Context: an optimization exercise on an open-source flow, tuned for small area and a short achievable clock period. The choices shown serve that exercise and are no tape-out recipe.
Where RTL was checked, it was by simulation tests only, not by an equivalence proof against the original.
No functional check of the RTL was part of runs 3 to 5.
Power is estimated from default activity; no workload was simulated.

===== flow/run.sh =====
#!/bin/bash
# Standard layout flow with two changes: Yosys's synth runs with -noabc, so
# the full adders written in the RTL reach extract_fa without the inverters
# abc -fast would add, CTS adds no dummy loads, and the port buffers are plain buf_1 cells (repair
# still upsizes them where timing needs it). Each tool's output is logged.
set -e
bash standard.sh SYNTH_ARGS=-noabc SYNTH_OPERATIONS_ARGS=-nofsm "BUFFER_PORTS_ARGS=-buffer_cell sky130_fd_sc_hd__buf_1" "CTS_ARGS=-sink_clustering_enable -repair_clock_nets -dont_use_dummy_load" finish > standard.log 2>&1

===== standard.sh =====
#!/bin/bash
# synth_recipe.tcl (not shown) runs the flow's synth.tcl, then flattens the netlist and writes it again
# the make line also repeats each setting of config.mk as NAME=value (left out here)
make -C /OpenROAD-flow-scripts/flow DESIGN_CONFIG=/design/flow/config.mk WORK_HOME=/design/flow/orfs CLKGATE_MAP_FILE= SYNTH_SCRIPT=/design/flow/synth_recipe.tcl "${@:-finish}"

===== config.mk =====
export PLATFORM = sky130hd
export DESIGN_NAME = mac
export DESIGN_NICKNAME = mac
export VERILOG_FILES = /design/flow/design.v
export SDC_FILE = /design/flow/constraint.sdc
export NUM_CORES = 4
export LEC_CHECK = 0
export CAP_MARGIN = 20
export CORE_MARGIN = 2
export CORE_UTILIZATION = 40
export SETUP_SLACK_MARGIN = 1.4
export SLEW_MARGIN = 20

===== constraint.sdc =====
create_clock -name core_clock -period 4.2 [get_ports {clk}]
set_input_delay 0.8400 -clock core_clock [delete_from_list [all_inputs] [get_ports {clk}]]
set_output_delay 0.8400 -clock core_clock [all_outputs]
set_load 0.01 [all_outputs]

===== design.v =====
module mac(
  input clk,
  input rst,
  input signed [7:0] in_a,
  input signed [7:0] in_b,
  output logic signed [15:0] out);
  logic rst_q;
  logic [15:0] reg_c;
  logic [15:0] row0_d, row0;
  logic [15:0] row1_d, row1;
  wire pp0_0, pp0_1, pp0_2, pp0_3, pp0_4, pp0_5, pp0_6, pp0_7, pp1_0, pp1_1,
       pp1_2, pp1_3, pp1_4, pp1_5, pp1_6, pp1_7, pp2_0, pp2_1, pp2_2, pp2_3,
       pp2_4, pp2_5, pp2_6, pp2_7, pp3_0, pp3_1, pp3_2, pp3_3, pp3_4, pp3_5,
       pp3_6, pp3_7, pp4_0, pp4_1, pp4_2, pp4_3, pp4_4, pp4_5, pp4_6, pp4_7,
       pp5_0, pp5_1, pp5_2, pp5_3, pp5_4, pp5_5, pp5_6, pp5_7, pp6_0, pp6_1,
       pp6_2, pp6_3, pp6_4, pp6_5, pp6_6, pp6_7, pp7_0, pp7_1, pp7_2, pp7_3,
       pp7_4, pp7_5, pp7_6, pp7_7, s1, c2, s3, c4, s5, c6,
       s7, c8, s9, c10, s11, c12, s13, c14, s15, c16,
       s17, c18, s19, c20, s21, c22, s23, c24, s25, c26,
       s27, c28, s29, c30, s31, c32, s33, c34, s35, c36,
       s37, c38, s39, c40, s41, c42, s43, c44, s45, c46,
       s47, c48, s49, c50, s51, c52, s53, c54, s55, c56,
       s57, c58, s59, c60, s61, c62, s63, c64, s65, c66,
       s67, c68, s69, c70, s71, c72, s73, c74, s75, c76,
       s77, c78, s79, c80, s81, c82, s83, c84;
  assign pp0_0 = in_a[0] & in_b[0];
  assign pp0_1 = in_a[0] & in_b[1];
  assign pp0_2 = in_a[0] & in_b[2];
  assign pp0_3 = in_a[0] & in_b[3];
  assign pp0_4 = in_a[0] & in_b[4];
  assign pp0_5 = in_a[0] & in_b[5];
  assign pp0_6 = in_a[0] & in_b[6];
  assign pp0_7 = in_a[0] & in_b[7];
  assign pp1_0 = in_a[1] & in_b[0];
  assign pp1_1 = in_a[1] & in_b[1];
  assign pp1_2 = in_a[1] & in_b[2];
  assign pp1_3 = in_a[1] & in_b[3];
  assign pp1_4 = in_a[1] & in_b[4];
  assign pp1_5 = in_a[1] & in_b[5];
  assign pp1_6 = in_a[1] & in_b[6];
  assign pp1_7 = in_a[1] & in_b[7];
  assign pp2_0 = in_a[2] & in_b[0];
  assign pp2_1 = in_a[2] & in_b[1];
  assign pp2_2 = in_a[2] & in_b[2];
  assign pp2_3 = in_a[2] & in_b[3];
  assign pp2_4 = in_a[2] & in_b[4];
  assign pp2_5 = in_a[2] & in_b[5];
  assign pp2_6 = in_a[2] & in_b[6];
  assign pp2_7 = in_a[2] & in_b[7];
  assign pp3_0 = in_a[3] & in_b[0];
  assign pp3_1 = in_a[3] & in_b[1];
  assign pp3_2 = in_a[3] & in_b[2];
  assign pp3_3 = in_a[3] & in_b[3];
  assign pp3_4 = in_a[3] & in_b[4];
  assign pp3_5 = in_a[3] & in_b[5];
  assign pp3_6 = in_a[3] & in_b[6];
  assign pp3_7 = in_a[3] & in_b[7];
  assign pp4_0 = in_a[4] & in_b[0];
  assign pp4_1 = in_a[4] & in_b[1];
  assign pp4_2 = in_a[4] & in_b[2];
  assign pp4_3 = in_a[4] & in_b[3];
  assign pp4_4 = in_a[4] & in_b[4];
  assign pp4_5 = in_a[4] & in_b[5];
  assign pp4_6 = in_a[4] & in_b[6];
  assign pp4_7 = in_a[4] & in_b[7];
  assign pp5_0 = in_a[5] & in_b[0];
  assign pp5_1 = in_a[5] & in_b[1];
  assign pp5_2 = in_a[5] & in_b[2];
  assign pp5_3 = in_a[5] & in_b[3];
  assign pp5_4 = in_a[5] & in_b[4];
  assign pp5_5 = in_a[5] & in_b[5];
  assign pp5_6 = in_a[5] & in_b[6];
  assign pp5_7 = in_a[5] & in_b[7];
  assign pp6_0 = in_a[6] & in_b[0];
  assign pp6_1 = in_a[6] & in_b[1];
  assign pp6_2 = in_a[6] & in_b[2];
  assign pp6_3 = in_a[6] & in_b[3];
  assign pp6_4 = in_a[6] & in_b[4];
  assign pp6_5 = in_a[6] & in_b[5];
  assign pp6_6 = in_a[6] & in_b[6];
  assign pp6_7 = in_a[6] & in_b[7];
  assign pp7_0 = in_a[7] & in_b[0];
  assign pp7_1 = in_a[7] & in_b[1];
  assign pp7_2 = in_a[7] & in_b[2];
  assign pp7_3 = in_a[7] & in_b[3];
  assign pp7_4 = in_a[7] & in_b[4];
  assign pp7_5 = in_a[7] & in_b[5];
  assign pp7_6 = in_a[7] & in_b[6];
  assign pp7_7 = in_a[7] & in_b[7];
  assign s1 = pp0_6 ^ pp1_5;
  assign c2 = pp0_6 & pp1_5;
  assign s3 = pp0_7 ^ pp1_6 ^ pp2_5;
  assign c4 = (pp0_7 & pp1_6) | (pp0_7 & pp2_5) | (pp1_6 & pp2_5);
  assign s5 = pp3_4 ^ pp4_3;
  assign c6 = pp3_4 & pp4_3;
  assign s7 = pp1_7 ^ pp2_6 ^ pp3_5;
  assign c8 = (pp1_7 & pp2_6) | (pp1_7 & pp3_5) | (pp2_6 & pp3_5);
  assign s9 = pp4_4 ^ pp5_3;
  assign c10 = pp4_4 & pp5_3;
  assign s11 = pp2_7 ^ pp3_6 ^ pp4_5;
  assign c12 = (pp2_7 & pp3_6) | (pp2_7 & pp4_5) | (pp3_6 & pp4_5);
  assign s13 = pp0_4 ^ pp1_3;
  assign c14 = pp0_4 & pp1_3;
  assign s15 = pp0_5 ^ pp1_4 ^ pp2_3;
  assign c16 = (pp0_5 & pp1_4) | (pp0_5 & pp2_3) | (pp1_4 & pp2_3);
  assign s17 = pp3_2 ^ pp4_1;
  assign c18 = pp3_2 & pp4_1;
  assign s19 = pp2_4 ^ pp3_3 ^ pp4_2;
  assign c20 = (pp2_4 & pp3_3) | (pp2_4 & pp4_2) | (pp3_3 & pp4_2);
  assign s21 = pp5_1 ^ pp6_0 ^ s1;
  assign c22 = (pp5_1 & pp6_0) | (pp5_1 & s1) | (pp6_0 & s1);
  assign s23 = pp5_2 ^ pp6_1 ^ pp7_0;
  assign c24 = (pp5_2 & pp6_1) | (pp5_2 & pp7_0) | (pp6_1 & pp7_0);
  assign s25 = c2 ^ s3 ^ s5;
  assign c26 = (c2 & s3) | (c2 & s5) | (s3 & s5);
  assign s27 = pp6_2 ^ pp7_1 ^ c4;
  assign c28 = (pp6_2 & pp7_1) | (pp6_2 & c4) | (pp7_1 & c4);
  assign s29 = c6 ^ s7 ^ s9;
  assign c30 = (c6 & s7) | (c6 & s9) | (s7 & s9);
  assign s31 = pp5_4 ^ pp6_3 ^ pp7_2;
  assign c32 = (pp5_4 & pp6_3) | (pp5_4 & pp7_2) | (pp6_3 & pp7_2);
  assign s33 = c8 ^ c10 ^ s11;
  assign c34 = (c8 & c10) | (c8 & s11) | (c10 & s11);
  assign s35 = pp3_7 ^ pp4_6 ^ pp5_5;
  assign c36 = (pp3_7 & pp4_6) | (pp3_7 & pp5_5) | (pp4_6 & pp5_5);
  assign s37 = pp6_4 ^ pp7_3 ^ c12;
  assign c38 = (pp6_4 & pp7_3) | (pp6_4 & c12) | (pp7_3 & c12);
  assign s39 = pp4_7 ^ pp5_6 ^ pp6_5;
  assign c40 = (pp4_7 & pp5_6) | (pp4_7 & pp6_5) | (pp5_6 & pp6_5);
  assign s41 = pp0_3 ^ pp1_2;
  assign c42 = pp0_3 & pp1_2;
  assign s43 = pp2_2 ^ pp3_1 ^ pp4_0;
  assign c44 = (pp2_2 & pp3_1) | (pp2_2 & pp4_0) | (pp3_1 & pp4_0);
  assign s45 = pp5_0 ^ c14 ^ s15;
  assign c46 = (pp5_0 & c14) | (pp5_0 & s15) | (c14 & s15);
  assign s47 = c16 ^ c18 ^ s19;
  assign c48 = (c16 & c18) | (c16 & s19) | (c18 & s19);
  assign s49 = c20 ^ c22 ^ s23;
  assign c50 = (c20 & c22) | (c20 & s23) | (c22 & s23);
  assign s51 = c24 ^ c26 ^ s27;
  assign c52 = (c24 & c26) | (c24 & s27) | (c26 & s27);
  assign s53 = c28 ^ c30 ^ s31;
  assign c54 = (c28 & c30) | (c28 & s31) | (c30 & s31);
  assign s55 = c32 ^ c34 ^ s35;
  assign c56 = (c32 & c34) | (c32 & s35) | (c34 & s35);
  assign s57 = pp7_4 ^ c36 ^ c38;
  assign c58 = (pp7_4 & c36) | (pp7_4 & c38) | (c36 & c38);
  assign s59 = pp5_7 ^ pp6_6 ^ pp7_5;
  assign c60 = (pp5_7 & pp6_6) | (pp5_7 & pp7_5) | (pp6_6 & pp7_5);
  assign s61 = pp0_2 ^ pp1_1;
  assign c62 = pp0_2 & pp1_1;
  assign s63 = pp2_1 ^ pp3_0 ^ s41;
  assign c64 = (pp2_1 & pp3_0) | (pp2_1 & s41) | (pp3_0 & s41);
  assign s65 = s13 ^ c42 ^ s43;
  assign c66 = (s13 & c42) | (s13 & s43) | (c42 & s43);
  assign s67 = s17 ^ c44 ^ s45;
  assign c68 = (s17 & c44) | (s17 & s45) | (c44 & s45);
  assign s69 = s21 ^ c46 ^ s47;
  assign c70 = (s21 & c46) | (s21 & s47) | (c46 & s47);
  assign s71 = s25 ^ c48 ^ s49;
  assign c72 = (s25 & c48) | (s25 & s49) | (c48 & s49);
  assign s73 = s29 ^ c50 ^ s51;
  assign c74 = (s29 & c50) | (s29 & s51) | (c50 & s51);
  assign s75 = s33 ^ c52 ^ s53;
  assign c76 = (s33 & c52) | (s33 & s53) | (c52 & s53);
  assign s77 = s37 ^ c54 ^ s55;
  assign c78 = (s37 & c54) | (s37 & s55) | (c54 & s55);
  assign s79 = s39 ^ c56 ^ s57;
  assign c80 = (s39 & c56) | (s39 & s57) | (c56 & s57);
  assign s81 = c40 ^ c58 ^ s59;
  assign c82 = (c40 & c58) | (c40 & s59) | (c58 & s59);
  assign s83 = pp6_7 ^ pp7_6 ^ c60;
  assign c84 = (pp6_7 & pp7_6) | (pp6_7 & c60) | (pp7_6 & c60);
  assign row0_d = {1'b0, pp7_7, c82, c80, c78, c76, c74, c72, c70, c68, c66, c64, c62, pp2_0, pp0_1, pp0_0};
  assign row1_d = {1'b0, c84, s83, s81, s79, s77, s75, s73, s71, s69, s67, s65, s63, s61, pp1_0, 1'b0};
  always @(posedge clk) begin
    row0 <= row0_d;
    row1 <= row1_d;
    rst_q <= rst;
    if (rst || rst_q)
      reg_c <= 16'h0000;
    else
      reg_c <= reg_c + row0 + row1;
  end
  assign out = reg_c;
endmodule

==> results of run 1 <==
## worst max path at each step
stage,from,end,depth (start not counted)
6_report,in_a[2],row1[10],6
4_1_cts,in_a[2],row1[10],6
2_1_floorplan,in_a[2],row1[10],5
5_1_grt,in_a[4],row1[10],6
3_3_place_gp,in_a[2],row1[9],6
3_5_place_dp,in_a[3],row1[10],6
## metrics by stage
stage / cells / cell area [sq um] / power (uW) / utilization (%) / setup WS [ns]
after floorplan: 239 / 3040 / 1350 / - / 1.33
after global placement: 370 / 3290 / 1540 / 45.1 / 1.00
after detailed placement: 370 / 3290 / 1560 / 45.1 / 0.984
after CTS: 377 / 3380 / 1820 / 46.4 / 1.40
after global routing: 377 / 3450 / 2040 / 47.3 / 1.40
final: 377 / 3450 / 1840 / 47.3 / 1.41
## placed cells by master (no fill, tap or decap), drive strengths merged
cell / synthesis / routed
xnor2: 7 / 7
dfxtp: 46 / 46
buf: 0 / 35
o31a: 1 / 1
clkbuf: 1 / 5
o21ai: 4 / 4
nor3: 2 / 2
a21o: 3 / 3
or2: 1 / 1
nand3: 3 / 3
fa: 56 / 56
a211oi: 1 / 1
ha: 21 / 21
xor2: 1 / 1
a21oi: 4 / 4
nand2b: 1 / 1
nor2: 9 / 9
o211ai: 2 / 2
and2: 73 / 73
nand2: 3 / 3
## area by class of cell
| cell class | instances | share of cell area, % |
|---|---|---|
| multi-input combinational | 192 | 63.2 |
| sequential | 46 | 26.7 |
| tap | 99 | 3.59 |
| timing repair buffer | 35 | 4.53 |
| clock buffer | 5 | 1.99 |
## flip-flops by register name, indices dropped and copies added, names as in the netlist
signal / count
rst_q: 1
reg_c: 16
row0: 15
row1: 14
## timing repair
action | in CTS | in global routing
setup endpoints to repair | 8 | 6
pin swaps | 5 | 8
endpoints found under the hold margin | 0 | 0
buffers inserted | 2 | 0
gates resized for setup | 8 | 19
## power by group
group          switching, uW  internal, uW  leakage [uW]
logic                    499           480       0.00108
registers               71.1           550      0.000382
clock network            129           107     0.0000359
## cells by family (layout without fill, tap and decap cells)
kind of cell | Yosys count | count (layout)
buf+inv | 1 | 40
simple gates | 92 | 92
compound gates | 15 | 15
fa+ha+maj | 77 | 77
xor+xnor | 8 | 8
flops | 46 | 46
## routing by layer
metal	vias to the layer above	share of wire (%)	GRT usage (%)
li1	843	-	-
met1	844	52	21.9
met2	35	43	21.3
met3	6	3.9	3.34
met4	0	1.5	4.92
met5	-	0	0
## worst max-delay path: stages
cell,delay [ns]
buf_2,0.15
and2_1,0.18
fa_1,0.48
fa_2,0.41
fa_1,0.50
fa_1,0.40
==> out/metrics.cfg, run 1 <==
[cells_and_area]
syn_to_final_growth_pct = 14.2
multi_input_area_sq_mm = 0.00218
regArea_sq_um = 921
drive_above_1_share_pct = 13.7
final_nets = 375
diodes = 0
num-fill-cells = 701

[global_routing]
grt.overflow.total = 0
grt_first_pass_wirelength_microns = 9320
grt_pass1_vias = 1812
grtUsageTotal_pct = 14.7
antenna_found_initial = 0
grt_max_degree = 15

[worst_hold_path]
hold_path_end = reg_c[0]
min_from = row0[0]
hold-path-cell-count = 2
hp-class = register to register

[yosys]
yosysTopAreaCellShare_pct = 37.1
yosys.cell_types.count = 20
synth_nets = 334
yosys_warnings = 1
synth-edff-count = 0
synthTopCellsByArea = fa_1 (37%), dfxtp_1 (30%), and2_1 (15%), ha_1 (8.7%), xnor2_1 (2.0%)
synthCells = 239
synth_top_family_by_area = adder cells
ys.flop_type = dfxtp_1
ys_seq_area_share_pct = 30.5
synthMuxAreaShare_pct = 0
synth-xor-area-share_pct = 2.32
netlist_area_sq_mm = 0.00302
synth-seq-cells = 46
yosys.area.top_type = fa_1
synth-simple-area-share_pct = 17.8
async_flop_share_pct = 0
synth_most_common_cell = and2_1
synth_compound_area_share_pct = 3.44
synthTopCellsByCount = and2_1 (73), fa_1 (56), dfxtp_1 (46)
synthAdderAreaFrac_pct = 45.8
postSynthAreaPerCell_sq_um = 12.6

[floorplanning]
coreArea_sq_mm = 0.00729
io-pin-count = 34
initial_core_util_pct = 41.4
die_h_microns = 90.9
die_w_microns = 90.9
num_rows = 31
dieArea_sq_mm = 0.00827

[cts]
cts.hold.buffers_added = 0
htree_levels = 2
cts_buffer_depth = 2
insertion_delay_ns = 0.29
cts-buffers-inserted = 5
tritoncts = yes
clockRootBuffer = clkbuf_8
clkSinkCount = 46
clk_pin_slew_worst_paths_ns = 0.08

[timing]
min_period_ns = 2.79
period_share_pct = 66.5
fin_hold_ws_ns = 0.550
hold_viol_final = 0
rsz0062_at_grt = true
setup_viol = 0
drv_slew = 0
max_freq_ghz = 0.358
max-slew-margin-rel_pct = 52.6
finClkSkew_ns = 0.00952
tns_ns = 0
worstMarginPinSlew_ns = 0.708

[critical_path]
crit_path_start_kind = input port
crit_arrival_ns = 2.96
reg2reg_depth = 8
reg2reg_slack_ns = 1.53
endpoint_kind = register
timing.rr.start = row0[2]
rr_endpoint = reg_c[14]
worstPathMaxFanout = 8
required_ns = 4.37
crit_type = input port to register

[placement]
place_hpwl_microns = 4580
gp_congestion = 0.817
portBuffers = 33

[drt]
vias = 1728
vias_per_cell = 4.58
dr.first_iter.drc_count = 32
drtAntennaViolNets = 0
detail_route.wl_per_cell_microns = 14.5
totalWireLength_microns = 5470
drc = 0
dr.pass1.iters = 4

[status]
outcome = timing/DRC/antenna clean

[power_and_ir_drop]
peakVddDrop_uv = 166
power_density_mw_per_mm2 = 532
cellLeakagePower_uw = 0.00150

[run]
drv_cap = 0

==> run 2, diff against run 1 <==
--- a/config.mk
+++ b/config.mk
@@ -10,3 +10,3 @@
 export CORE_UTILIZATION = 40
-export SETUP_SLACK_MARGIN = 1.4
+export SETUP_SLACK_MARGIN = 1.5
 export SLEW_MARGIN = 20
==> run 2 against run 1 <==
Compared with the run above: cell count grew 0.27%; critical path type unchanged; highest routed layer unchanged; flip-flop and latch count unchanged; still clean on timing, DRC and antenna; die area is the same.
==> out/metrics.cfg, run 2 <==
[drt]
dr.first_iter.drc_count = 28  ; was 32
vias_per_cell = 4.59  ; was 4.58
detail_route.wl_per_cell_microns = 14.3  ; was 14.5 microns
vias = 1734  ; was 1728
drtAntennaViolNets = 0  ; unchanged
totalWireLength_microns = 5400  ; was 5470 microns
dr.pass1.iters = 4  ; unchanged
drc = 0  ; unchanged

[yosys]
yosys.area.top_type = fa_1  ; unchanged
netlist_area_sq_mm = 0.00302  ; unchanged
ys_seq_area_share_pct = 30.5  ; unchanged
yosysTopAreaCellShare_pct = 37.1  ; unchanged
synth_nets = 334  ; unchanged
postSynthAreaPerCell_sq_um = 12.6  ; unchanged
async_flop_share_pct = 0  ; unchanged
synthTopCellsByCount = and2_1 (73), fa_1 (56), dfxtp_1 (46)  ; unchanged
yosys.cell_types.count = 20  ; unchanged
synthTopCellsByArea = fa_1 (37%), dfxtp_1 (30%), and2_1 (15%), ha_1 (8.7%), xnor2_1 (2.0%)  ; unchanged
synth-seq-cells = 46  ; unchanged
synth-edff-count = 0  ; unchanged
synth_most_common_cell = and2_1  ; unchanged
synthCells = 239  ; unchanged
ys.flop_type = dfxtp_1  ; unchanged
yosys_warnings = 1  ; unchanged

[cells_and_area]
most-common-layout-cells = and2_1 (66), dfxtp_1 (45), fa_1 (41)  ; was and2_1 (69), fa_1 (47), dfxtp_1 (46)
regMostFlops = reg_c  ; unchanged
largest_registers = reg_c: 16 flops, row0: 15 flops, row1: 14 flops  ; unchanged
regArea_sq_um = 922  ; was 921 sq um
syn_to_final_growth_pct = 15.7  ; was 14.2%
utilization_pct = 47.9  ; was 47.3%
multi_input_area_sq_mm = 0.00217  ; was 0.00218 sq mm
final_nets = 376  ; was 375
largest_reg_flops = 16  ; unchanged
drive_above_1_share_pct = 16.5  ; was 13.7%
diodes = 0  ; unchanged
layout_commonest_cell = and2_1  ; unchanged
num-fill-cells = 717  ; was 701

[global_routing]
grt_pass1_vias = 1906  ; was 1812
grt.overflow.total = 0  ; unchanged
grt_first_pass_wirelength_microns = 9570  ; was 9320 microns
grtUsageTotal_pct = 14.9  ; was 14.7%
antenna_found_initial = 0  ; unchanged
grt_max_degree = 15  ; unchanged

[critical_path]
worstPathMaxFanout = 6  ; was 8
crit_arrival_ns = 2.98  ; was 2.96 ns
rr_endpoint = reg_c[14]  ; unchanged
crit_path_start_kind = input port  ; unchanged
required_ns = 4.43  ; was 4.37 ns
crit_type = input port to register  ; unchanged
reg2reg_depth = 8  ; unchanged
timing.rr.start = reg_c[3]  ; was row0[2]
reg2reg_slack_ns = 1.48  ; was 1.53 ns
endpoint_kind = register  ; unchanged

[status]
outcome = timing/DRC/antenna clean  ; unchanged

[run]
drv_cap = 0  ; unchanged

[cts]
clk_pin_slew_worst_paths_ns = 0.09  ; was 0.08 ns
htree_levels = 2  ; unchanged
tritoncts = yes  ; unchanged
clkSinkCount = 46  ; unchanged
cts_buffer_depth = 2  ; unchanged
cts-buffers-inserted = 5  ; unchanged
insertion_delay_ns = 0.29  ; about the same
clockRootBuffer = clkbuf_8  ; unchanged

[timing]
setup_viol = 0  ; unchanged
tns_ns = 0  ; unchanged
finClkSkew_ns = 0.0137  ; was 0.00952 ns
min_period_ns = 2.75  ; was 2.79 ns
drv_slew = 0  ; unchanged
period_share_pct = 65.5  ; was 66.5%
max-slew-margin-rel_pct = 52.0  ; was 52.6%
hold_viol_final = 0  ; unchanged
worstMarginPinSlew_ns = 0.717  ; was 0.708 ns
max_freq_ghz = 0.364  ; was 0.358 GHz
rsz0062_at_grt = true  ; unchanged

[worst_hold_path]
min_from = row0[0]  ; unchanged
hold-path-cell-count = 2  ; unchanged
hp-class = register to register  ; unchanged
hold_path_end = reg_c[0]  ; unchanged

[floorplanning]
die_w_microns = 90.9  ; unchanged
num_rows = 31  ; unchanged
coreArea_sq_mm = 0.00729  ; unchanged
die_h_microns = 90.9  ; unchanged
dieArea_sq_mm = 0.00827  ; unchanged
initial_core_util_pct = 41.4  ; unchanged
io-pin-count = 34  ; unchanged

[power_and_ir_drop]
cellLeakagePower_uw = 0.00151  ; was 0.00150 uW
peakVddDrop_uv = 162  ; was 166 uV
power_density_mw_per_mm2 = 521  ; was 532 mW/mm^2

[placement]
gp_congestion = 0.843  ; was 0.817
place_hpwl_microns = 4520  ; was 4580 microns
portBuffers = 33  ; unchanged

## run 2: cell type report
class | count | share of cell area [%]
Multi-Input combinational cell | 192 | 62.2
Sequential cell | 46 | 26.4
Timing Repair Buffer | 36 | 5.94
Tap cell | 99 | 3.54
Clock buffer | 5 | 1.97
## run 2: cell families after synthesis
family / share of synthesized area (%)
xor+xnor: 2.32
simple gates: 17.8
buf+inv: 0.124
flops: 30.5
compound gates: 3.44
fa+ha+maj: 45.8
## run 2: timing repair
item                                    4_1_cts  5_1_grt
cloned                                        0        0
buffers inserted                              1        2
pin swaps                                     9       12
gates resized for setup                      15       29
hold buffers                                  0        0
endpoints found under the setup margin        9        7
## run 2: critical path, cell delays in order
cell	delay (ns)
buf_8	0.10
and2_4	0.15
fa_2	0.40
fa_2	0.54
fa_1	0.42
fa_2	0.52
## run 2: how the worst max path moves through the flow
| stage | startpoint | end | slack, ns |
|---|---|---|---|
| after floorplan | in_a[2] | row1[10] | 1.35 |
| after global placement | in_a[1] | row1[8] | 1.04 |
| after detailed placement | in_a[2] | row1[9] | 0.99 |
| after CTS | row1[2] | reg_c[14] | 1.40 |
| after global routing | row0[2] | reg_c[14] | 1.39 |
| final | in_a[2] | row1[8] | 1.45 |
## run 2: report_power, final
part | switching [uW] | internal [uW] | total [uW]
Clock | 132 | 107 | 239
Sequential | 68.8 | 550 | 619
Combinational | 495 | 467 | 962
## run 2: per-layer routing
layer  vias to the layer above  wire, microns  global-route usage (%)
met1                       855           2760                    22.1
li1                        844              -                       -
met5                         -              0                       0
met2                        30           2380                    22.5
met3                         5            184                    2.59
met4                         0             77                    4.17
## run 2: stage by stage
step / hold WS, ns / area, sq um / setup slack (ns) / total power, uW / cells
CTS: 0.559 / 3420 / 1.40 / 1820 / 376
global placement: 0.526 / 3300 / 1.04 / 1540 / 370
floorplan: 0.516 / 3060 / 1.35 / 1350 / 239
detailed placement: 0.533 / 3300 / 0.994 / 1560 / 370
global route: 0.593 / 3500 / 1.39 / 2030 / 378
finish: 0.551 / 3500 / 1.45 / 1820 / 378
==> run 3, diff against run 2 <==
--- a/design.v
+++ b/design.v
@@ -10,2 +10,3 @@
   logic [15:0] row1_d, row1;
+  logic [15:0] row2_d, row2;
   wire pp0_0, pp0_1, pp0_2, pp0_3, pp0_4, pp0_5, pp0_6, pp0_7, pp1_0, pp1_1,
@@ -22,5 +23,3 @@
        s47, c48, s49, c50, s51, c52, s53, c54, s55, c56,
-       s57, c58, s59, c60, s61, c62, s63, c64, s65, c66,
-       s67, c68, s69, c70, s71, c72, s73, c74, s75, c76,
-       s77, c78, s79, c80, s81, c82, s83, c84;
+       s57, c58, s59, c60;
   assign pp0_0 = in_a[0] & in_b[0];
@@ -149,28 +148,5 @@
   assign c60 = (pp5_7 & pp6_6) | (pp5_7 & pp7_5) | (pp6_6 & pp7_5);
-  assign s61 = pp0_2 ^ pp1_1;
-  assign c62 = pp0_2 & pp1_1;
-  assign s63 = pp2_1 ^ pp3_0 ^ s41;
-  assign c64 = (pp2_1 & pp3_0) | (pp2_1 & s41) | (pp3_0 & s41);
-  assign s65 = s13 ^ c42 ^ s43;
-  assign c66 = (s13 & c42) | (s13 & s43) | (c42 & s43);
-  assign s67 = s17 ^ c44 ^ s45;
-  assign c68 = (s17 & c44) | (s17 & s45) | (c44 & s45);
-  assign s69 = s21 ^ c46 ^ s47;
-  assign c70 = (s21 & c46) | (s21 & s47) | (c46 & s47);
-  assign s71 = s25 ^ c48 ^ s49;
-  assign c72 = (s25 & c48) | (s25 & s49) | (c48 & s49);
-  assign s73 = s29 ^ c50 ^ s51;
-  assign c74 = (s29 & c50) | (s29 & s51) | (c50 & s51);
-  assign s75 = s33 ^ c52 ^ s53;
-  assign c76 = (s33 & c52) | (s33 & s53) | (c52 & s53);
-  assign s77 = s37 ^ c54 ^ s55;
-  assign c78 = (s37 & c54) | (s37 & s55) | (c54 & s55);
-  assign s79 = s39 ^ c56 ^ s57;
-  assign c80 = (s39 & c56) | (s39 & s57) | (c56 & s57);
-  assign s81 = c40 ^ c58 ^ s59;
-  assign c82 = (c40 & c58) | (c40 & s59) | (c58 & s59);
-  assign s83 = pp6_7 ^ pp7_6 ^ c60;
-  assign c84 = (pp6_7 & pp7_6) | (pp6_7 & c60) | (pp7_6 & c60);
-  assign row0_d = {1'b0, pp7_7, c82, c80, c78, c76, c74, c72, c70, c68, c66, c64, c62, pp2_0, pp0_1, pp0_0};
-  assign row1_d = {1'b0, c84, s83, s81, s79, s77, s75, s73, s71, s69, s67, s65, s63, s61, pp1_0, 1'b0};
+  assign row0_d = {1'b0, pp7_7, pp6_7, c40, s39, s37, s33, s29, s25, s21, s17, s13, pp2_1, pp0_2, pp0_1, pp0_0};
+  assign row1_d = {1'b0, 1'b0, pp7_6, c58, c56, c54, c52, c50, c48, c46, c44, c42, pp3_0, pp1_1, pp1_0, 1'b0};
+  assign row2_d = {1'b0, 1'b0, c60, s59, s57, s55, s53, s51, s49, s47, s45, s43, s41, pp2_0, 1'b0, 1'b0};
   always @(posedge clk) begin
@@ -178,2 +154,3 @@
     row1 <= row1_d;
+    row2 <= row2_d;
     rst_q <= rst;
@@ -182,3 +159,3 @@
     else
-      reg_c <= reg_c + row0 + row1;
+      reg_c <= reg_c + row0 + row1 + row2;
   end
--- a/flow/run.sh
+++ b/flow/run.sh
@@ -6,2 +6,2 @@
 set -e
-bash standard.sh SYNTH_ARGS=-noabc SYNTH_OPERATIONS_ARGS=-nofsm "BUFFER_PORTS_ARGS=-buffer_cell sky130_fd_sc_hd__buf_1" "CTS_ARGS=-sink_clustering_enable -repair_clock_nets -dont_use_dummy_load" finish > standard.log 2>&1
+bash standard.sh SYNTH_ARGS=-noabc "BUFFER_PORTS_ARGS=-buffer_cell sky130_fd_sc_hd__buf_1" "CTS_ARGS=-sink_clustering_enable -repair_clock_nets -dont_use_dummy_load" finish > standard.log 2>&1
--- a/config.mk
+++ b/config.mk
@@ -10,3 +10,3 @@
 export CORE_UTILIZATION = 40
-export SETUP_SLACK_MARGIN = 1.5
+export SETUP_SLACK_MARGIN = 1.8
 export SLEW_MARGIN = 20
==> run 3 against run 2 <==
Compared with the run above: still clean; clock skew is 0.0085 ns higher; first-iteration DRC count is 21% higher; critical path depth is 3 higher; synthesized area is 12% higher; design area is 16% higher.
==> out/metrics.cfg, run 3 <==
[status]
outcome = timing/DRC/antenna clean  ; unchanged

[timing]
worstMarginPinSlew_ns = 0.742  ; was 0.717 ns
hold_viol_final = 0  ; unchanged
drv_slew = 0  ; unchanged
fin_ws_ns = 1.32  ; was 1.45 ns
max_freq_ghz = 0.347  ; was 0.364 GHz
finClkSkew_ns = 0.0222  ; was 0.0137 ns
rsz0062_at_grt = true  ; unchanged
min_period_ns = 2.88  ; was 2.75 ns
setup_viol = 0  ; unchanged
period_share_pct = 68.7  ; was 65.5%
tns_ns = 0  ; unchanged
max-slew-margin-rel_pct = 50.3  ; was 52.0%
fin_hold_ws_ns = 0.552  ; was 0.551 ns

[cts]
cts.hold.buffers_added = 0  ; unchanged
htree_levels = 3  ; was 2
clkSinkCount = 57  ; was 46
tritoncts = yes  ; unchanged
cts_buffer_depth = 2  ; unchanged
insertion_delay_ns = 0.33  ; was 0.29 ns
clockRootBuffer = clkbuf_8  ; unchanged
clk_pin_slew_worst_paths_ns = 0.07  ; was 0.09 ns
cts-buffers-inserted = 9  ; was 5

[critical_path]
crit_type = register to register  ; was input port to register
crit_top_cell = fa_2  ; unchanged
crit_buf_inv = 0  ; was 1
worstPathMaxFanout = 3  ; was 6
slowest_delay_ns = 0.57  ; was 0.54 ns
path_delay_family = adder cells  ; unchanged
endpoint_kind = register  ; unchanged
reg2reg_slack_ns = 1.32  ; was 1.48 ns
crit_start = reg_c[2]  ; was in_a[2]
crit_path_start_kind = register  ; was input port
timing.rr.start = reg_c[2]  ; was reg_c[3]
crit_slowest_cell = fa_2  ; unchanged
crit_arrival_ns = 3.13  ; was 2.98 ns
required_ns = 4.44  ; was 4.43 ns
crit_chain = fa_2 > fa_1 > ha_4 > fa_2 > a21oi_2 > nor2_2 > o311a_1 > o21ai_1 > nor3b_2  ; was buf_8 > and2_4 > fa_2 > fa_2 > fa_1 > fa_2

[yosys]
ys_seq_area_share_pct = 33.6  ; was 30.5%
postSynthAreaPerCell_sq_um = 12.0  ; was 12.6 sq um
yosys.cell_types.count = 37  ; was 20
synthCells = 284  ; was 239
async_flop_share_pct = 0  ; unchanged
synthTopCellsByCount = and2_1 (68), dfxtp_1 (57), fa_1 (50)  ; was and2_1 (73), fa_1 (56), dfxtp_1 (46)
yosysTopAreaCellShare_pct = 33.6  ; was 37.1%
yosys.area.top_type = dfxtp_1  ; was fa_1
ys.flop_type = dfxtp_1  ; unchanged
synth_most_common_cell = and2_1  ; unchanged
synth_nets = 375  ; was 334
synthTopCellsByArea = dfxtp_1 (34%), fa_1 (29%), and2_1 (13%), ha_1 (8.5%), nor2_1 (1.5%)  ; was fa_1 (37%), dfxtp_1 (30%), and2_1 (15%), ha_1 (8.7%), xnor2_1 (2.0%)
synth-seq-cells = 57  ; was 46
synth-edff-count = 0  ; unchanged
netlist_area_sq_mm = 0.00340  ; was 0.00302 sq mm
yosys_warnings = 1  ; unchanged

[global_routing]
grtUsageTotal_pct = 16.8  ; was 14.9%
grt.overflow.total = 0  ; unchanged
grt_max_degree = 12  ; was 15
grt_first_pass_wirelength_microns = 11400  ; was 9570 microns
antenna_found_initial = 0  ; unchanged
grt_pass1_vias = 2291  ; was 1906

[cells_and_area]
drive_above_1_share_pct = 21.3  ; was 16.5%
diodes = 0  ; unchanged
syn_to_final_growth_pct = 19.4  ; was 15.7%
largest_reg_flops = 16  ; unchanged
multi_input_area_sq_mm = 0.00246  ; was 0.00217 sq mm
largest_registers = reg_c: 16 flops, row0: 15 flops, row1: 13 flops  ; was reg_c: 16 flops, row0: 15 flops, row1: 14 flops
regMostFlops = reg_c  ; unchanged
num-fill-cells = 755  ; was 717
most-common-layout-cells = and2_1 (67), dfxtp_1 (52), fa_1 (42)  ; was and2_1 (66), dfxtp_1 (45), fa_1 (41)
regArea_sq_mm = 0.00115  ; was 922 sq um
layout_commonest_cell = and2_1  ; unchanged
final_nets = 426  ; was 376

[drt]
dr.pass1.iters = 6  ; was 4
vias = 2128  ; was 1734
vias_per_cell = 4.86  ; was 4.59
dr.first_iter.drc_count = 34  ; was 28
detail_route.wl_per_cell_microns = 15.4  ; was 14.3 microns
totalWireLength_microns = 6760  ; was 5400 microns
drc = 0  ; unchanged
drtAntennaViolNets = 0  ; unchanged

[power_and_ir_drop]
totalPowerFinal_uw = 2860  ; was 1820 uW
power_density_mw_per_mm2 = 704  ; was 521 mW/mm^2
cellLeakagePower_uw = 0.00168  ; was 0.00151 uW
peakVddDrop_uv = 267  ; was 162 uV

[floorplanning]
dieArea_sq_mm = 0.00925  ; was 0.00827 sq mm
initial_core_util_pct = 41.4  ; about the same
die_h_microns = 96.2  ; was 90.9 microns
num_rows = 33  ; was 31
coreArea_sq_mm = 0.00822  ; was 0.00729 sq mm
die_w_microns = 96.2  ; was 90.9 microns
io-pin-count = 34  ; unchanged

[placement]
place_hpwl_microns = 5370  ; was 4520 microns
gp_congestion = 0.806  ; was 0.843
portBuffers = 33  ; unchanged
place_ws_ns = 1.37  ; was 0.994 ns

[worst_hold_path]
min_from = row0[0]  ; unchanged
hp-class = register to register  ; unchanged

[run]
drv_cap = 0  ; unchanged

run 3: cell types whose count changed in the layout (fill, tap and decap cells not counted), sizes merged, moves of 3 or more:
cell,previous run,this run
dfxtp,46,57
clkbuf,6,15
fa,56,50
a211oi,1,6
a21oi,4,9
and2,73,68
nor2,9,14
nor3,2,7
xnor2,7,2
nand2,3,6
o21a,0,3
o21ai,4,7
xor2,1,4
run 3: final timing paths:
path | endpoint | depth (start not counted)
worst max-delay path | reg_c[12] | 9
worst min-delay path | reg_c[0] | 2
worst max register to register | reg_c[12] | 9
worst min register to register | reg_c[0] | 2
run 3: kinds of logic after synthesis:
logic type | count (synthesis) | share of synthesized area, %
multiplexers | 1 | 0.295
flip-flops | 57 | 33.6
adder cells (fa/ha/maj) | 73 | 37.9
XOR/XNOR | 6 | 1.55
buffers and inverters | 1 | 0.110
AND/OR/NAND/NOR | 108 | 18.5
AO/OA/AOI/OAI | 38 | 8.06
run 3: layout make-up:
cell class	count	share of cell area, %
tap	105	3.24
timing repair buffer	41	4.81
sequential	57	28.3
multi-input combinational	226	60.6
clock buffer	9	3.05
run 3: power breakdown:
group | leakage [uW] | internal (uW) | switching, uW
Clock | 0.0000647 | 190 | 181
Sequential | 0.000475 | 643 | 73.1
Combinational | 0.00114 | 861 | 911
Total | 0.00168 | 1690 | 1160
run 3: timing repair:
| item | in CTS | in global routing |
|---|---|---|
| setup buffers | 4 | 4 |
| gates resized for setup | 9 | 16 |
| pin swaps | 10 | 18 |
| setup endpoints to repair | 10 | 15 |
run 3: stage by stage:
stage               area, sq um  util (%)  std cells
floorplan                  3550         -        284
global placement           3800      46.2        421
detailed placement         3800      46.2        421
CTS                        3990      48.6        434
global route               4060      49.4        438
finish                     4060      49.4        438
run 3: tightest hold or removal path: cells and delay by family (launching register included):
family,cells,cell delay (ns)
flip-flops,1,0.31
adder cells (fa/ha/maj),1,0.11
AND/OR/NAND/NOR,1,0.11
run 3: layer usage:
metal	routed length [microns]	share of wire [%]	global-route usage, %
met5	0	0	0
met4	176	2.6	7.14
met3	229	3.4	4.15
met2	2960	44	24.4
met1	3390	50	24.0
==> run 4, diff against run 3 <==
--- a/config.mk
+++ b/config.mk
@@ -10,3 +10,3 @@
 export CORE_UTILIZATION = 40
-export SETUP_SLACK_MARGIN = 1.8
+export SETUP_SLACK_MARGIN = 1.5
 export SLEW_MARGIN = 20
==> run 4 against run 3 <==
Compared with the run above: still clean on timing, DRC and antenna; wire length shrank 0.53%; first-iteration DRC count grew 71%; count of clock-buffer cells in the layout is the same; power shrank 6.5%; cell count shrank 0.46%; largest power group unchanged.
==> out/metrics.cfg, run 4 <==
[status]
outcome = timing/DRC/antenna clean  ; unchanged

[cts]
clockRootBuffer = clkbuf_8  ; unchanged
htree_levels = 3  ; unchanged
cts_buffer_depth = 2  ; unchanged
cts-buffers-inserted = 9  ; unchanged
insertion_delay_ns = 0.33  ; about the same
clk_pin_slew_worst_paths_ns = 0.06  ; was 0.07 ns
tritoncts = yes  ; unchanged
clkSinkCount = 57  ; unchanged

[yosys]
synth-seq-cells = 57  ; unchanged
async_flop_share_pct = 0  ; unchanged
synth_most_common_cell = and2_1  ; unchanged
ys.flop_type = dfxtp_1  ; unchanged
synth-edff-count = 0  ; unchanged
yosys.area.top_type = dfxtp_1  ; unchanged
synth_nets = 375  ; unchanged
synthCells = 284  ; unchanged
synthTopCellsByArea = dfxtp_1 (34%), fa_1 (29%), and2_1 (13%), ha_1 (8.5%), nor2_1 (1.5%)  ; unchanged
synthTopCellsByCount = and2_1 (68), dfxtp_1 (57), fa_1 (50)  ; unchanged
netlist_area_sq_mm = 0.00340  ; unchanged
postSynthAreaPerCell_sq_um = 12.0  ; unchanged
yosys_warnings = 1  ; unchanged
yosysTopAreaCellShare_pct = 33.6  ; unchanged
yosys.cell_types.count = 37  ; unchanged
ys_seq_area_share_pct = 33.6  ; unchanged

[critical_path]
crit_path_start_kind = register  ; unchanged
required_ns = 4.45  ; was 4.44 ns
crit_type = register to register  ; unchanged
crit_arrival_ns = 3.14  ; was 3.13 ns
endpoint_kind = register  ; unchanged
worstPathMaxFanout = 3  ; unchanged

[timing]
worstMarginPinSlew_ns = 0.736  ; was 0.742 ns
setup_viol = 0  ; unchanged
max_freq_ghz = 0.346  ; was 0.347 GHz
tns_ns = 0  ; unchanged
drv_slew = 0  ; unchanged
fin_hold_ws_ns = 0.542  ; was 0.552 ns
hold_viol_final = 0  ; unchanged
rsz0062_at_grt = true  ; unchanged
period_share_pct = 68.7  ; about the same
finClkSkew_ns = 0.0191  ; was 0.0222 ns
min_period_ns = 2.89  ; was 2.88 ns
max-slew-margin-rel_pct = 50.8  ; was 50.3%

[global_routing]
grtUsageMet1_pct = 24.7  ; was 24.0%
grt_use_met3_pct = 4.07  ; was 4.15%
grtUsageTotal_pct = 16.9  ; was 16.8%
grt_max_degree = 11  ; was 12
grt_pass1_vias = 2288  ; was 2291
top_usage_layer = met1  ; was met2
grt_first_pass_wirelength_microns = 11500  ; was 11400 microns
antenna_found_initial = 0  ; unchanged
met2_usage_pct = 24.1  ; was 24.4%
grt.overflow.total = 0  ; unchanged

[placement]
place_hpwl_microns = 5280  ; was 5370 microns
placed_cell_area_sq_mm = 0.00374  ; was 0.00380 sq mm
placed_cells = 421  ; unchanged
portBuffers = 33  ; unchanged
gp_congestion = 0.801  ; was 0.806

[worst_hold_path]
hp-class = register to register  ; unchanged

[cells_and_area]
stdcell_count = 436  ; was 438
final_nets = 424  ; was 426
regMostFlops = reg_c  ; unchanged
diodes = 0  ; unchanged
largest_reg_flops = 16  ; unchanged
syn_to_final_growth_pct = 17.0  ; was 19.4%
drive_above_1_share_pct = 13.9  ; was 21.3%
num-fill-cells = 744  ; was 755
layout_commonest_cell = and2_1  ; unchanged
utilization_pct = 48.4  ; was 49.4%
final_cell_area_sq_mm = 0.00398  ; was 0.00406 sq mm
largest_registers = reg_c: 16 flops, row0: 15 flops, row1: 13 flops  ; unchanged
most-common-layout-cells = and2_1 (68), dfxtp_1 (55), fa_1 (47)  ; was and2_1 (67), dfxtp_1 (52), fa_1 (42)

[power_and_ir_drop]
cellLeakagePower_uw = 0.00166  ; was 0.00168 uW
peakVddDrop_uv = 226  ; was 267 uV
power_density_mw_per_mm2 = 672  ; was 704 mW/mm^2

[drt]
dr.pass1.iters = 4  ; was 6
drc = 0  ; unchanged
detail_route.wl_per_cell_microns = 15.4  ; about the same
totalWireLength_microns = 6730  ; was 6760 microns
vias_per_cell = 4.95  ; was 4.86
vias = 2157  ; was 2128
dr.first_iter.drc_count = 58  ; was 34
drtAntennaViolNets = 0  ; unchanged

[floorplanning]
dieArea_sq_mm = 0.00925  ; unchanged
die_h_microns = 96.2  ; unchanged
io-pin-count = 34  ; unchanged
die_w_microns = 96.2  ; unchanged
num_rows = 33  ; unchanged
coreArea_sq_mm = 0.00822  ; unchanged
initial_core_util_pct = 41.4  ; unchanged

[run]
drv_cap = 0  ; unchanged

-- run 4: layout make-up --
type                       count  area [sq um]  share of cell area, %
clock buffer                   9           124                   3.12
multi-input combinational    226          2400                   60.5
sequential                    57          1140                   28.8
tap                          105           131                   3.31
timing repair buffer          39           173                   4.34
-- run 4: critical path, cell delays in order, from the launching register on --
cell	delay, ns
dfxtp_2	0.33
fa_2	0.57
fa_1	0.45
ha_4	0.19
fa_2	0.37
a21oi_4	0.18
nor2_4	0.06
buf_4	0.13
o211ai_1	0.24
nand3_1	0.14
a21oi_2	0.14
-- run 4: cell families (layout without fill, tap and decap cells) --
group | Yosys count | in the layout | synth area share (%)
adder cells (fa/ha/maj) | 73 | 73 | 37.9
buffers and inverters | 1 | 48 | 0.110
AO/OA/AOI/OAI | 38 | 38 | 8.06
AND/OR/NAND/NOR | 108 | 108 | 18.5
multiplexers | 1 | 1 | 0.295
flip-flops | 57 | 57 | 33.6
XOR/XNOR | 6 | 6 | 1.55
-- run 4: power breakdown --
group / total (uW) / internal [uW] / leakage (uW) / switching [uW]
clock network: 373 / 190 / 0.0000647 / 183
registers: 710 / 642 / 0.000474 / 68.8
logic: 1590 / 741 / 0.00112 / 849
total: 2670 / 1570 / 0.00166 / 1100
-- run 4: through the flow --
step	total power (uW)	setup WS, ns
after global placement	2150	1.42
final	2670	1.31
after floorplan	1870	1.50
after CTS	2610	1.36
after global routing	2920	1.23
after detailed placement	2170	1.34
-- run 4: timing repair --
action | CTS | global route
setup buffers | 2 | 4
endpoints found under the setup margin | 7 | 9
pin swaps | 2 | 10
hold buffers | 0 | 0
resized for setup | 4 | 7
-- run 4: metal layers --
metal  share of wire [%]  up-vias
li1                    -     1047
met1                  51     1056
met2                  43       45
met3                 4.0        9
met4                 2.1        0
met5                   0        -
-- run 4: worst paths after layout --
kind | from | to | slack (ns) | cells after the start
min | rst_q | reg_c[14] | 0.54 | 2
max reg2reg | reg_c[2] | reg_c[10] | 1.31 | 10
min reg2reg | rst_q | reg_c[14] | 0.54 | 2
max | reg_c[2] | reg_c[10] | 1.31 | 10
==> run 5, diff against run 4 <==
--- a/design.v
+++ b/design.v
@@ -8,5 +8,4 @@
   logic [15:0] reg_c;
-  logic [15:0] row0_d, row0;
-  logic [15:0] row1_d, row1;
-  logic [15:0] row2_d, row2;
+  logic [15:0] sum_a, sum_b;
+  logic q_pp0_0, q_pp0_1, q_pp1_0, q_pp2_0, q_s61, q_c62, q_s63, q_c64, q_s65, q_c66, q_s67, q_c68, q_s69, q_c70, q_s71, q_c72, q_s73, q_c74, q_s75, q_c76, q_s77, q_c78, q_s79, q_c80, q_s81, q_c82, q_s83, q_pp7_7, q_c84;
   wire pp0_0, pp0_1, pp0_2, pp0_3, pp0_4, pp0_5, pp0_6, pp0_7, pp1_0, pp1_1,
@@ -23,3 +22,8 @@
        s47, c48, s49, c50, s51, c52, s53, c54, s55, c56,
-       s57, c58, s59, c60;
+       s57, c58, s59, c60, s61, c62, s63, c64, s65, c66,
+       s67, c68, s69, c70, s71, c72, s73, c74, s75, c76,
+       s77, c78, s79, c80, s81, c82, s83, c84, s85, c86,
+       s87, c88, s89, c90, s91, c92, s93, c94, s95, c96,
+       s97, c98, s99, c100, s101, c102, s103, c104, s105, c106,
+       s107, c108, s109, c110, s111, c112;
   assign pp0_0 = in_a[0] & in_b[0];
@@ -148,9 +152,86 @@
   assign c60 = (pp5_7 & pp6_6) | (pp5_7 & pp7_5) | (pp6_6 & pp7_5);
-  assign row0_d = {1'b0, pp7_7, pp6_7, c40, s39, s37, s33, s29, s25, s21, s17, s13, pp2_1, pp0_2, pp0_1, pp0_0};
-  assign row1_d = {1'b0, 1'b0, pp7_6, c58, c56, c54, c52, c50, c48, c46, c44, c42, pp3_0, pp1_1, pp1_0, 1'b0};
-  assign row2_d = {1'b0, 1'b0, c60, s59, s57, s55, s53, s51, s49, s47, s45, s43, s41, pp2_0, 1'b0, 1'b0};
+  assign s61 = pp0_2 ^ pp1_1;
+  assign c62 = pp0_2 & pp1_1;
+  assign s63 = pp2_1 ^ pp3_0 ^ s41;
+  assign c64 = (pp2_1 & pp3_0) | (pp2_1 & s41) | (pp3_0 & s41);
+  assign s65 = s13 ^ c42 ^ s43;
+  assign c66 = (s13 & c42) | (s13 & s43) | (c42 & s43);
+  assign s67 = s17 ^ c44 ^ s45;
+  assign c68 = (s17 & c44) | (s17 & s45) | (c44 & s45);
+  assign s69 = s21 ^ c46 ^ s47;
+  assign c70 = (s21 & c46) | (s21 & s47) | (c46 & s47);
+  assign s71 = s25 ^ c48 ^ s49;
+  assign c72 = (s25 & c48) | (s25 & s49) | (c48 & s49);
+  assign s73 = s29 ^ c50 ^ s51;
+  assign c74 = (s29 & c50) | (s29 & s51) | (c50 & s51);
+  assign s75 = s33 ^ c52 ^ s53;
+  assign c76 = (s33 & c52) | (s33 & s53) | (c52 & s53);
+  assign s77 = s37 ^ c54 ^ s55;
+  assign c78 = (s37 & c54) | (s37 & s55) | (c54 & s55);
+  assign s79 = s39 ^ c56 ^ s57;
+  assign c80 = (s39 & c56) | (s39 & s57) | (c56 & s57);
+  assign s81 = c40 ^ c58 ^ s59;
+  assign c82 = (c40 & c58) | (c40 & s59) | (c58 & s59);
+  assign s83 = pp6_7 ^ pp7_6 ^ c60;
+  assign c84 = (pp6_7 & pp7_6) | (pp6_7 & c60) | (pp7_6 & c60);
+  assign s85 = reg_c[1] ^ q_pp0_1 ^ q_pp1_0;
+  assign c86 = (reg_c[1] & q_pp0_1) | (reg_c[1] & q_pp1_0) | (q_pp0_1 & q_pp1_0);
+  assign s87 = reg_c[2] ^ q_pp2_0 ^ q_s61;
+  assign c88 = (reg_c[2] & q_pp2_0) | (reg_c[2] & q_s61) | (q_pp2_0 & q_s61);
+  assign s89 = reg_c[3] ^ q_c62 ^ q_s63;
+  assign c90 = (reg_c[3] & q_c62) | (reg_c[3] & q_s63) | (q_c62 & q_s63);
+  assign s91 = reg_c[4] ^ q_c64 ^ q_s65;
+  assign c92 = (reg_c[4] & q_c64) | (reg_c[4] & q_s65) | (q_c64 & q_s65);
+  assign s93 = reg_c[5] ^ q_c66 ^ q_s67;
+  assign c94 = (reg_c[5] & q_c66) | (reg_c[5] & q_s67) | (q_c66 & q_s67);
+  assign s95 = reg_c[6] ^ q_c68 ^ q_s69;
+  assign c96 = (reg_c[6] & q_c68) | (reg_c[6] & q_s69) | (q_c68 & q_s69);
+  assign s97 = reg_c[7] ^ q_c70 ^ q_s71;
+  assign c98 = (reg_c[7] & q_c70) | (reg_c[7] & q_s71) | (q_c70 & q_s71);
+  assign s99 = reg_c[8] ^ q_c72 ^ q_s73;
+  assign c100 = (reg_c[8] & q_c72) | (reg_c[8] & q_s73) | (q_c72 & q_s73);
+  assign s101 = reg_c[9] ^ q_c74 ^ q_s75;
+  assign c102 = (reg_c[9] & q_c74) | (reg_c[9] & q_s75) | (q_c74 & q_s75);
+  assign s103 = reg_c[10] ^ q_c76 ^ q_s77;
+  assign c104 = (reg_c[10] & q_c76) | (reg_c[10] & q_s77) | (q_c76 & q_s77);
+  assign s105 = reg_c[11] ^ q_c78 ^ q_s79;
+  assign c106 = (reg_c[11] & q_c78) | (reg_c[11] & q_s79) | (q_c78 & q_s79);
+  assign s107 = reg_c[12] ^ q_c80 ^ q_s81;
+  assign c108 = (reg_c[12] & q_c80) | (reg_c[12] & q_s81) | (q_c80 & q_s81);
+  assign s109 = reg_c[13] ^ q_c82 ^ q_s83;
+  assign c110 = (reg_c[13] & q_c82) | (reg_c[13] & q_s83) | (q_c82 & q_s83);
+  assign s111 = reg_c[14] ^ q_pp7_7 ^ q_c84;
+  assign c112 = (reg_c[14] & q_pp7_7) | (reg_c[14] & q_c84) | (q_pp7_7 & q_c84);
+  assign sum_a = {reg_c[15], s111, s109, s107, s105, s103, s101, s99, s97, s95, s93, s91, s89, s87, s85, reg_c[0]};
+  assign sum_b = {c112, c110, c108, c106, c104, c102, c100, c98, c96, c94, c92, c90, c88, c86, 1'b0, q_pp0_0};
   always @(posedge clk) begin
-    row0 <= row0_d;
-    row1 <= row1_d;
-    row2 <= row2_d;
+    q_pp0_0 <= pp0_0;
+    q_pp0_1 <= pp0_1;
+    q_pp1_0 <= pp1_0;
+    q_pp2_0 <= pp2_0;
+    q_s61 <= s61;
+    q_c62 <= c62;
+    q_s63 <= s63;
+    q_c64 <= c64;
+    q_s65 <= s65;
+    q_c66 <= c66;
+    q_s67 <= s67;
+    q_c68 <= c68;
+    q_s69 <= s69;
+    q_c70 <= c70;
+    q_s71 <= s71;
+    q_c72 <= c72;
+    q_s73 <= s73;
+    q_c74 <= c74;
+    q_s75 <= s75;
+    q_c76 <= c76;
+    q_s77 <= s77;
+    q_c78 <= c78;
+    q_s79 <= s79;
+    q_c80 <= c80;
+    q_s81 <= s81;
+    q_c82 <= c82;
+    q_s83 <= s83;
+    q_pp7_7 <= pp7_7;
+    q_c84 <= c84;
     rst_q <= rst;
@@ -159,3 +240,3 @@
     else
-      reg_c <= reg_c + row0 + row1 + row2;
+      reg_c <= sum_a + sum_b;
   end
--- a/config.mk
+++ b/config.mk
@@ -10,3 +10,3 @@
 export CORE_UTILIZATION = 40
-export SETUP_SLACK_MARGIN = 1.5
+export SETUP_SLACK_MARGIN = 1.4
 export SLEW_MARGIN = 20
==> run 5 against run 4 <==
Compared with the run above: still clean on timing, DRC and antenna; clock skew fell by 0.0083 ns; wire length down 0.74%; register-to-register slack gained 0.20 ns; highest routed layer unchanged.
==> out/metrics.cfg, run 5 <==
[cells_and_area]
syn_to_final_growth_pct = 9.98  ; was 17.0%
layout_commonest_cell = and2_1  ; unchanged
most-common-layout-cells = and2_1 (62), dfxtp_1 (46), fa_1 (42)  ; was and2_1 (68), dfxtp_1 (55), fa_1 (47)
largest_reg_flops = 16  ; unchanged
diodes = 0  ; unchanged
num-fill-cells = 775  ; was 744
drive_above_1_share_pct = 10.7  ; was 13.9%
regMostFlops = reg_c  ; unchanged
final_nets = 409  ; was 424

[timing]
hold_viol_final = 0  ; unchanged
period_share_pct = 66.0  ; was 68.7%
finClkSkew_ns = 0.0107  ; was 0.0191 ns
drv_slew = 0  ; unchanged
max-slew-margin-rel_pct = 57.2  ; was 50.8%
worstMarginPinSlew_ns = 0.640  ; was 0.736 ns
tns_ns = 0  ; unchanged
setup_viol = 0  ; unchanged
max_freq_ghz = 0.361  ; was 0.346 GHz
fin_ws_ns = 1.43  ; was 1.31 ns
rsz0062_at_grt = true  ; unchanged
min_period_ns = 2.77  ; was 2.89 ns

[power_and_ir_drop]
power_density_mw_per_mm2 = 603  ; was 672 mW/mm^2
peakVddDrop_uv = 184  ; was 226 uV
p_clk_share_pct = 11.4  ; was 14.0%
combPwrFrac_pct = 59.6  ; was 59.5%
p_int_uw = 1180  ; was 1570 uW
p_sw_share_pct = 44.8  ; was 41.2%
switching_power_uw = 961  ; was 1100 uW
cellLeakagePower_uw = 0.00154  ; was 0.00166 uW
p_seq_share_pct = 29.0  ; was 26.6%

[worst_hold_path]
hp-class = register to register  ; unchanged

[critical_path]
crit_chain = buf_2 > and2_4 > fa_1 > fa_2 > fa_1 > fa_1  ; was fa_2 > fa_1 > ha_4 > fa_2 > a21oi_4 > nor2_4 > buf_4 > o211ai_1 > nand3_1 > a21oi_2
worstPathMaxFanout = 8  ; was 3
slowest_delay_ns = 0.51  ; was 0.57 ns
crit_path_start_kind = input port  ; was register
crit_buf_inv = 1  ; unchanged
path_delay_family = adder cells  ; unchanged
endpoint_kind = register  ; unchanged
crit_arrival_ns = 2.94  ; was 3.14 ns
crit_slowest_cell = fa_1  ; was fa_2
crit_type = input port to register  ; was register to register
required_ns = 4.37  ; was 4.45 ns
crit_top_cell = fa_1  ; was fa_2

[cts]
insertion_delay_ns = 0.29  ; was 0.33 ns
tritoncts = yes  ; unchanged
clkSinkCount = 46  ; was 57
htree_levels = 2  ; was 3
clockRootBuffer = clkbuf_8  ; unchanged
cts.hold.buffers_added = 0  ; unchanged
clk_pin_slew_worst_paths_ns = 0.08  ; was 0.06 ns
cts_buffer_depth = 2  ; unchanged
cts-buffers-inserted = 5  ; was 9

[drt]
drtAntennaViolNets = 0  ; unchanged
vias_per_cell = 5.03  ; was 4.95
dr.first_iter.drc_count = 76  ; was 58
dr.pass1.iters = 4  ; unchanged
totalWireLength_microns = 6680  ; was 6730 microns
drc = 0  ; unchanged
vias = 2112  ; was 2157
detail_route.wl_per_cell_microns = 15.9  ; was 15.4 microns

[yosys]
synth_most_common_cell = and2_1  ; unchanged
synthTopCellsByArea = fa_1 (30%), dfxtp_1 (28%), and2_1 (13%), ha_1 (8.5%), a21oi_1 (1.7%)  ; was dfxtp_1 (34%), fa_1 (29%), and2_1 (13%), ha_1 (8.5%), nor2_1 (1.5%)
synthTopCellsByCount = and2_1 (66), fa_1 (49), dfxtp_1 (46)  ; was and2_1 (68), dfxtp_1 (57), fa_1 (50)
ys_seq_area_share_pct = 28.5  ; was 33.6%
yosys.cell_types.count = 40  ; was 37
yosysTopAreaCellShare_pct = 30.3  ; was 33.6%
yosys.area.top_type = fa_1  ; was dfxtp_1
synth-seq-cells = 46  ; was 57
postSynthAreaPerCell_sq_um = 11.3  ; was 12.0 sq um
async_flop_share_pct = 0  ; unchanged
yosys_warnings = 1  ; unchanged
netlist_area_sq_mm = 0.00323  ; was 0.00340 sq mm
synthCells = 285  ; was 284
synth-edff-count = 0  ; unchanged
synth_nets = 374  ; was 375
ys.flop_type = dfxtp_1  ; unchanged

[status]
outcome = timing/DRC/antenna clean  ; unchanged

[floorplanning]
initial_core_util_pct = 41.6  ; was 41.4%
num_rows = 32  ; was 33
dieArea_sq_mm = 0.00882  ; was 0.00925 sq mm
coreArea_sq_mm = 0.00777  ; was 0.00822 sq mm
io-pin-count = 34  ; unchanged
die_h_microns = 93.9  ; was 96.2 microns
die_w_microns = 93.9  ; was 96.2 microns

[global_routing]
grt_first_pass_wirelength_microns = 10800  ; was 11500 microns
grt_max_degree = 14  ; was 11
grt_pass1_vias = 2170  ; was 2288
antenna_found_initial = 0  ; unchanged
grt.overflow.total = 0  ; unchanged
grtUsageTotal_pct = 16.2  ; was 16.9%

[placement]
place_ws_ns = 0.995  ; was 1.34 ns
place_hpwl_microns = 5510  ; was 5280 microns
gp_congestion = 0.847  ; was 0.801
portBuffers = 33  ; unchanged

[run]
drv_cap = 0  ; unchanged

## run 5: final timing paths
kind / slack (ns) / from / cells past startpoint / endpoint
setup / recovery: 1.43 / in_a[4] / 6 / q_s77
hold / removal: 0.56 / q_pp0_0 / 2 / reg_c[0]
setup reg to reg: 1.51 / reg_c[2] / 7 / reg_c[12]
hold reg to reg: 0.56 / q_pp0_0 / 2 / reg_c[0]
## run 5: cells by family after synthesis
kind of cell    Yosys count  share of synthesized area (%)
fa+ha+maj                71                           38.8
xor+xnor                  9                           2.44
buf+inv                   8                           1.51
flops                    46                           28.5
compound gates           39                           8.51
simple gates            112                           20.2
## run 5: stage by stage
| step | utilization, % | power [uW] | cells | instance area [sq um] | hold WS (ns) |
|---|---|---|---|---|---|
| after floorplan | - | 1650 | 285 | 3260 | 0.516 |
| after global placement | 44.7 | 1860 | 415 | 3470 | 0.536 |
| after detailed placement | 44.7 | 1890 | 415 | 3470 | 0.548 |
| after CTS | 45.7 | 2150 | 420 | 3550 | 0.569 |
| after global routing | 45.8 | 2340 | 420 | 3560 | 0.593 |
| final | 45.8 | 2140 | 420 | 3560 | 0.560 |
## run 5: cell type report
cell class,count,area [sq um],area share (%)
clock buffers,5,68.8,1.93
inverters,3,11.3,0.317
multi-input cells,231,2290,64.5
repair buffers,33,134,3.76
flip-flops and latches,46,921,25.9
well taps,102,128,3.59
## run 5: power groups by stage
stage          combinational (uW)  clock [uW]  sequential, uW
2_1_floorplan                1010           0             637
3_3_place_gp                 1230           0             632
3_5_place_dp                 1260           0             635
4_1_cts                      1270         256             624
5_1_grt                      1430         270             639
6_report                     1280         244             621
## run 5: per-layer routing
metal	GRT usage, %	wire (microns)
met5	0	0
met4	4.95	80
met2	25.1	3060
met1	23.7	3300
met3	2.01	239
## run 5: worst reg2reg max path, delay by kind of cell (launching register included)
| kind | cells | cell delay, ns |
|---|---|---|
| DFF | 1 | 0.34 |
| and+or+nand+nor | 3 | 0.75 |
| AOI/OAI and AO/OA | 2 | 0.69 |
| adders and majority gates | 2 | 0.81 |
## run 5: timing repair
item / 4_1_cts / 5_1_grt
resized for setup: 5 / 7
buffers inserted: 0 / 0
setup endpoints to repair: 5 / 6
pin swaps: 0 / 4

## port drivers added, routing unchanged
No port has a modelled driver above. Below, the same layouts with a new extraction and two added sets of constraints. Step 1, drivers: a clkbuf_16 drives clk and a buf_2 each remaining input, both assumed. Step 2 adds t to the input delays and takes it off the output delays; t is the mean of the earliest and latest rising clock arrival at the registers after step 1. Input paths then give back, and output paths get back, about the clock's delay inside the block. Three values: ideal, step 1, step 2; two values: the first two.
| run | shift t [ns] | setup slack, ns | worst hold slack (ns) | latest minus earliest clock arrival (ns) |
|---|---|---|---|---|
| run 1 | 0.314 | 1.409 / 1.414 / 1.100 | 0.550 / 0.550 / 0.550 | 0.009 / 0.010 |
| run 2 | 0.314 | 1.449 / 1.437 / 1.123 | 0.551 / 0.551 / 0.551 | 0.014 / 0.014 |
| run 3 | 0.348 | 1.315 / 1.315 / 1.315 | 0.552 / 0.552 / 0.552 | 0.022 / 0.022 |
| run 4 | 0.350 | 1.314 / 1.314 / 1.314 | 0.542 / 0.542 / 0.542 | 0.019 / 0.019 |
| run 5 | 0.314 | 1.429 / 1.437 / 1.123 | 0.560 / 0.560 / 0.560 | 0.011 / 0.010 |
After both steps setup and hold are still met in every run listed. The setup slack of run 2, which loses most, moves by -0.012 ns with the drivers and by -0.326 ns with both steps.
